This is an optimization exercise on Yosys and OpenROAD, whose aim is small area, a short achievable clock period and few clock cycles per item, not a production implementation.
Only simulation tests tie the RTL to the original design; equivalence was not proved.

==> 06-03 <==
// decoder_3nrm_mld_final_v3
module decoder_3nrm_mld_final_v3 (
    input wire clk,
    input wire rst_n,
    input wire start,
    input wire [63:0] residues_in,
    output reg [15:0] data_out,
    output reg valid,
    output reg uncorrectable
);
function automatic [24:0] rca(input [23:0] a, input [23:0] b, input ci);
  integer i; reg c;
  begin
    c = ci;
    for (i = 0; i < 24; i = i + 1) begin
      rca[i] = a[i] ^ b[i] ^ c;
      c = (a[i] & b[i]) | (a[i] & c) | (b[i] & c);
    end
    rca[24] = c;
  end
endfunction
function automatic [23:0] csa3(input [23:0] a, input [23:0] b, input [23:0] c);
  reg [24:0] t;
  begin
    t = rca(a ^ b ^ c, {((a & b) | (a & c) | (b & c)), 1'b0}, 1'b0);
    csa3 = t[23:0];
  end
endfunction
function automatic [23:0] csa4(input [23:0] a, input [23:0] b, input [23:0] c, input [23:0] d);
  reg [23:0] s, k;
  begin
    s = a ^ b ^ c; k = {((a & b) | (a & c) | (b & c)), 1'b0};
    csa4 = csa3(s, k, d);
  end
endfunction
function automatic [23:0] csa5(input [23:0] a, input [23:0] b, input [23:0] c, input [23:0] d, input [23:0] e);
  reg [23:0] s, k;
  begin
    s = a ^ b ^ c; k = {((a & b) | (a & c) | (b & c)), 1'b0};
    csa5 = csa4(s, k, d, e);
  end
endfunction
function automatic [23:0] csa6(input [23:0] a, input [23:0] b, input [23:0] c, input [23:0] d, input [23:0] e, input [23:0] f);
  reg [23:0] s1, k1, s2, k2;
  begin
    s1 = a ^ b ^ c; k1 = {((a & b) | (a & c) | (b & c)), 1'b0};
    s2 = d ^ e ^ f; k2 = {((d & e) | (d & f) | (e & f)), 1'b0};
  ...
==> flow/config.mk <==
export PLATFORM = sky130hd
export DESIGN_NAME = decoder_3nrm_mld_final_v3
export DESIGN_NICKNAME = decoder_3nrm_mld_final_v3
export VERILOG_FILES = /design/flow/design.v
export SDC_FILE = /design/flow/constraint.sdc
export NUM_CORES = 4
export LEC_CHECK = 0
export ABC_AREA = 1
export ABC_CLOCK_PERIOD_IN_PS = 20000
export CAP_MARGIN = 20
export CORE_MARGIN = 2
export CORE_UTILIZATION = 40
export SLEW_MARGIN = 20
export SYNTH_MEMORY_MAX_BITS = 65536
==> flow/constraint.sdc <==
create_clock -name core_clock -period 110.0 [get_ports {clk}]
set_input_delay 22.0000 -clock core_clock [delete_from_list [all_inputs] [get_ports {clk}]]
set_output_delay 22.0000 -clock core_clock [all_outputs]
set_load 0.01 [all_outputs]
standard.sh (not shown) runs the stock make flow with config.mk's settings and CLKGATE_MAP_FILE= SYNTH_SCRIPT=/design/flow/synth_recipe.tcl, a recipe that flattens the netlist after the stock synthesis.
==> flow/flow/run.sh <==
#!/bin/bash
# The standard layout, with the port buffers that buffer_ports inserts taken
# from sky130_fd_sc_hd__buf_2 (every input and output port is still buffered).
set -o pipefail
cat standard.sh > flow_standard_sh_copy.log 2>&1
export BUFFER_PORTS_ARGS="-buffer_cell sky130_fd_sc_hd__buf_2"
bash standard.sh > standard.log 2>&1
==> 06-28: changes against 06-03 <==
--- a/flow/design.v
+++ b/flow/design.v
@@ -195,18 +195,18 @@
   wire [4:0] l3s2 = l3s1 ^ l3c1 ^ l3d, l3k2 = (l3s1 & l3c1) | (l3s1 & l3d) | (l3c1 & l3d);
   wire [24:0] l3t = rcf({19'd0, l3s2}, {19'd0, l3k2[3:0], l3k2[4]}, 1'b0);
   wire [24:0] l3u = rcf({19'd0, l3t[4:0]}, 24'd0, l3t[5]);
   wire [4:0] v3 = (l3u[4:0] == 5'd31) ? 5'd0 : l3u[4:0];
   wire [24:0] d5w = rcf({19'd0, r5}, ~{19'd0, r4}, 1'b1);
-  wire d5n = ~d5w[24];
-  wire d5m = ge({18'd0, d5w[5:0]}, 24'd41);               
-  wire [24:0] d5s = rcf({18'd0, d5w[5:0]}, {18'd0, d5n ? (d5m ? 6'd23 : 6'd46) : 6'd0}, 1'b0);
-  wire [4:0] d5 = d5s[4:0];    
+  wire [24:0] d5f = rcf({18'd0, d5w[5:0]}, 24'd23, 1'b0);    
+  wire [24:0] d5g = rcf({18'd0, d5w[5:0]}, 24'd46, 1'b0);
+  wire [4:0] d5 = d5w[24] ? d5w[4:0] : ~d5f[5] ? d5f[4:0] : d5g[4:0];    
   wire [6:0] q5 = {d5, 2'b0};
-  wire [6:0] q5k = ge({17'd0, q5}, 24'd69) ? 7'd69 : ge({17'd0, q5}, 24'd46) ? 7'd46 : ge({17'd0, q5}, 24'd23) ? 7'd23 : 7'd0;
-  wire [24:0] q5s = rcf({17'd0, q5}, ~{17'd0, q5k}, 1'b1);
-  wire [4:0] v5 = q5s[4:0];
+  wire [24:0] q5a = rcf({17'd0, q5}, ~24'd69, 1'b1);
+  wire [24:0] q5b = rcf({17'd0, q5}, ~24'd46, 1'b1);
+  wire [24:0] q5c = rcf({17'd0, q5}, ~24'd23, 1'b1);
+  wire [4:0] v5 = q5a[24] ? q5a[4:0] : q5b[24] ? q5b[4:0] : q5c[24] ? q5c[4:0] : q5[4:0];
   wire [6:0] vx = (xc == 2'd0) ? {1'b0, v0} : (xc == 2'd1) ? {1'b0, v1} : v2;
   reg [6:0] da, db, dc; reg [7:0] doff; reg [1:0] dms;
   always @* case (pt)
     3'd0: begin da = {1'b0, v1}; db = {1'b0, v0}; dc = 7'd1; doff = 8'd127; dms = 2'd1; end
     3'd1: begin da = {1'b0, v0}; db = v2; dc = 7'd1; doff = 8'd131; dms = 2'd2; end
@@ -226,17 +226,18 @@
   wire [24:0] e1w = rcf({18'd0, r1}, ~{18'd0, r0}, 1'b1);
   wire [24:0] e1m = rcf({18'd0, e1w[5:0]}, 24'd63, 1'b0);
   wire [5:0] b2 = e1w[24] ? e1w[5:0] : e1m[5:0];
   wire [23:0] z0w = csa5f({17'd0, r0, 1'b0}, {16'd0, 2'b11, ~r1}, {16'd0, 1'b1, ~r2}, {22'd0, ~e1w[24], 1'b0}, 24'd132);
   wire [8:0] z0 = z0w[8:0];
-  wire [8:0] zkk = ge({15'd0, z0}, 24'd195) ? 9'd195 : ge({15'd0, z0}, 24'd130) ? 9'd130 : ge({15'd0, z0}, 24'd65) ? 9'd65 : 9'd0;
-  wire [24:0] z1s = rcf({15'd0, z0}, ~{15'd0, zkk}, 1'b1);
-  wire [6:0] z1 = z1s[6:0];
+  wire [24:0] z195 = rcf({15'd0, z0}, ~24'd195, 1'b1);
+  wire [24:0] z130 = rcf({15'd0, z0}, ~24'd130, 1'b1);
+  wire [24:0] z65 = rcf({15'd0, z0}, ~24'd65, 1'b1);
+  wire [6:0] z1 = z195[24] ? z195[6:0] : z130[24] ? z130[6:0] : z65[24] ? z65[6:0] : z0[6:0];
   wire [5:0] zk = z1[6:1];
-  wire [6:0] b3c = z1[0] ? 7'd32 : (zk == 6'd0) ? 7'd0 : 7'd65;
-  wire [24:0] b3s = rcf({17'd0, b3c}, ~{18'd0, zk}, 1'b1);
-  wire [6:0] b3 = b3s[6:0];
+  wire [24:0] b3o = rcf(24'd32, ~{18'd0, zk}, 1'b1);
+  wire [24:0] b3e = rcf(24'd65, ~{18'd0, zk}, 1'b1);
+  wire [6:0] b3 = z1[0] ? b3o[6:0] : (zk == 6'd0) ? 7'd0 : b3e[6:0];
   wire [23:0] y012 = csa3f({12'd0, b3[5:0], 6'd0}, {18'd0, b2}, {12'd0, 5'h1f, ~b3});
   wire [24:0] y012p = rcf(y012, 24'd1, 1'b0);
   wire [17:0] x012 = {y012p[11:0], r0};
   wire [6:0] mdig = (dmr == 2'd1) ? 7'd63 : (dmr == 2'd2) ? 7'd65 : (dmr == 2'd3) ? 7'd31 : 7'd127;
   wire [24:0] wqs = rcf({16'd0, wq}, ~{17'd0, mdig}, 1'b1);
==> notes <==
- 06-03 passed the timing, design-rule and antenna checks. 06-28 passed the timing, design-rule and antenna checks.
- Of 06-28 and 06-03, 06-03 has the higher core utilization (gap 0.24 points).
- Of 06-28 and 06-03, 06-28 has the higher clock skew (gap 0.0051 ns).
- Synthesized cell count: 06-03 is lower than 06-28 (1.9%).
- Of 06-28 and 06-03, 06-28 has the higher cell count (gap about 1.7%, measured against 06-03).
- First-iteration DRC count: 06-28 is larger than 06-03 (2.7%).
- In 06-28 the non-clock buffer count is lower than in 06-03, by 1.
- In critical path depth, 06-28 and 06-03 do not differ.
- Die area: 06-28 is larger than 06-03 (about 1.4%).
- Against 06-03, the synthesized area of 06-28 is higher by about 1.4%.
Testbench counts of 06-03, summed over its fixed seeds: cycles 2,836, items 480.
Testbench counts of 06-28, summed over its fixed seeds: cycles 2,836, items 480.

==> separate check: timing with driven ports <==
In the flow no input, the clock included, has a driving cell. The finished layouts below were timed again as built, in two steps.
Step 1 assumes that a clkbuf_16 drives the clock port and a buf_2 every other input.
Step 2 moves the port delays by t, midway between the first and last clock arrival at a register: inputs arrive t later, outputs are due t later. That takes back most of the time a late clock gives input paths.
Slacks: ideal ports / drivers / drivers and shift; pairs: ideal ports / drivers.
| run | t (ns) | setup slack, ns | worst setup path at the end | clock arrival spread, ns | worst slew at a driven data input, ns |
|---|---|---|---|---|---|
| 06-03 | 0.455 | 87.069 / 87.012 / 87.467 | register to output | 0.013 / 0.013 | 0.06 |
| 06-28 | 0.466 | 87.034 / 86.977 / 87.442 | register to output | 0.020 / 0.019 | 0.04 |
After both steps every run listed still meets setup and hold.
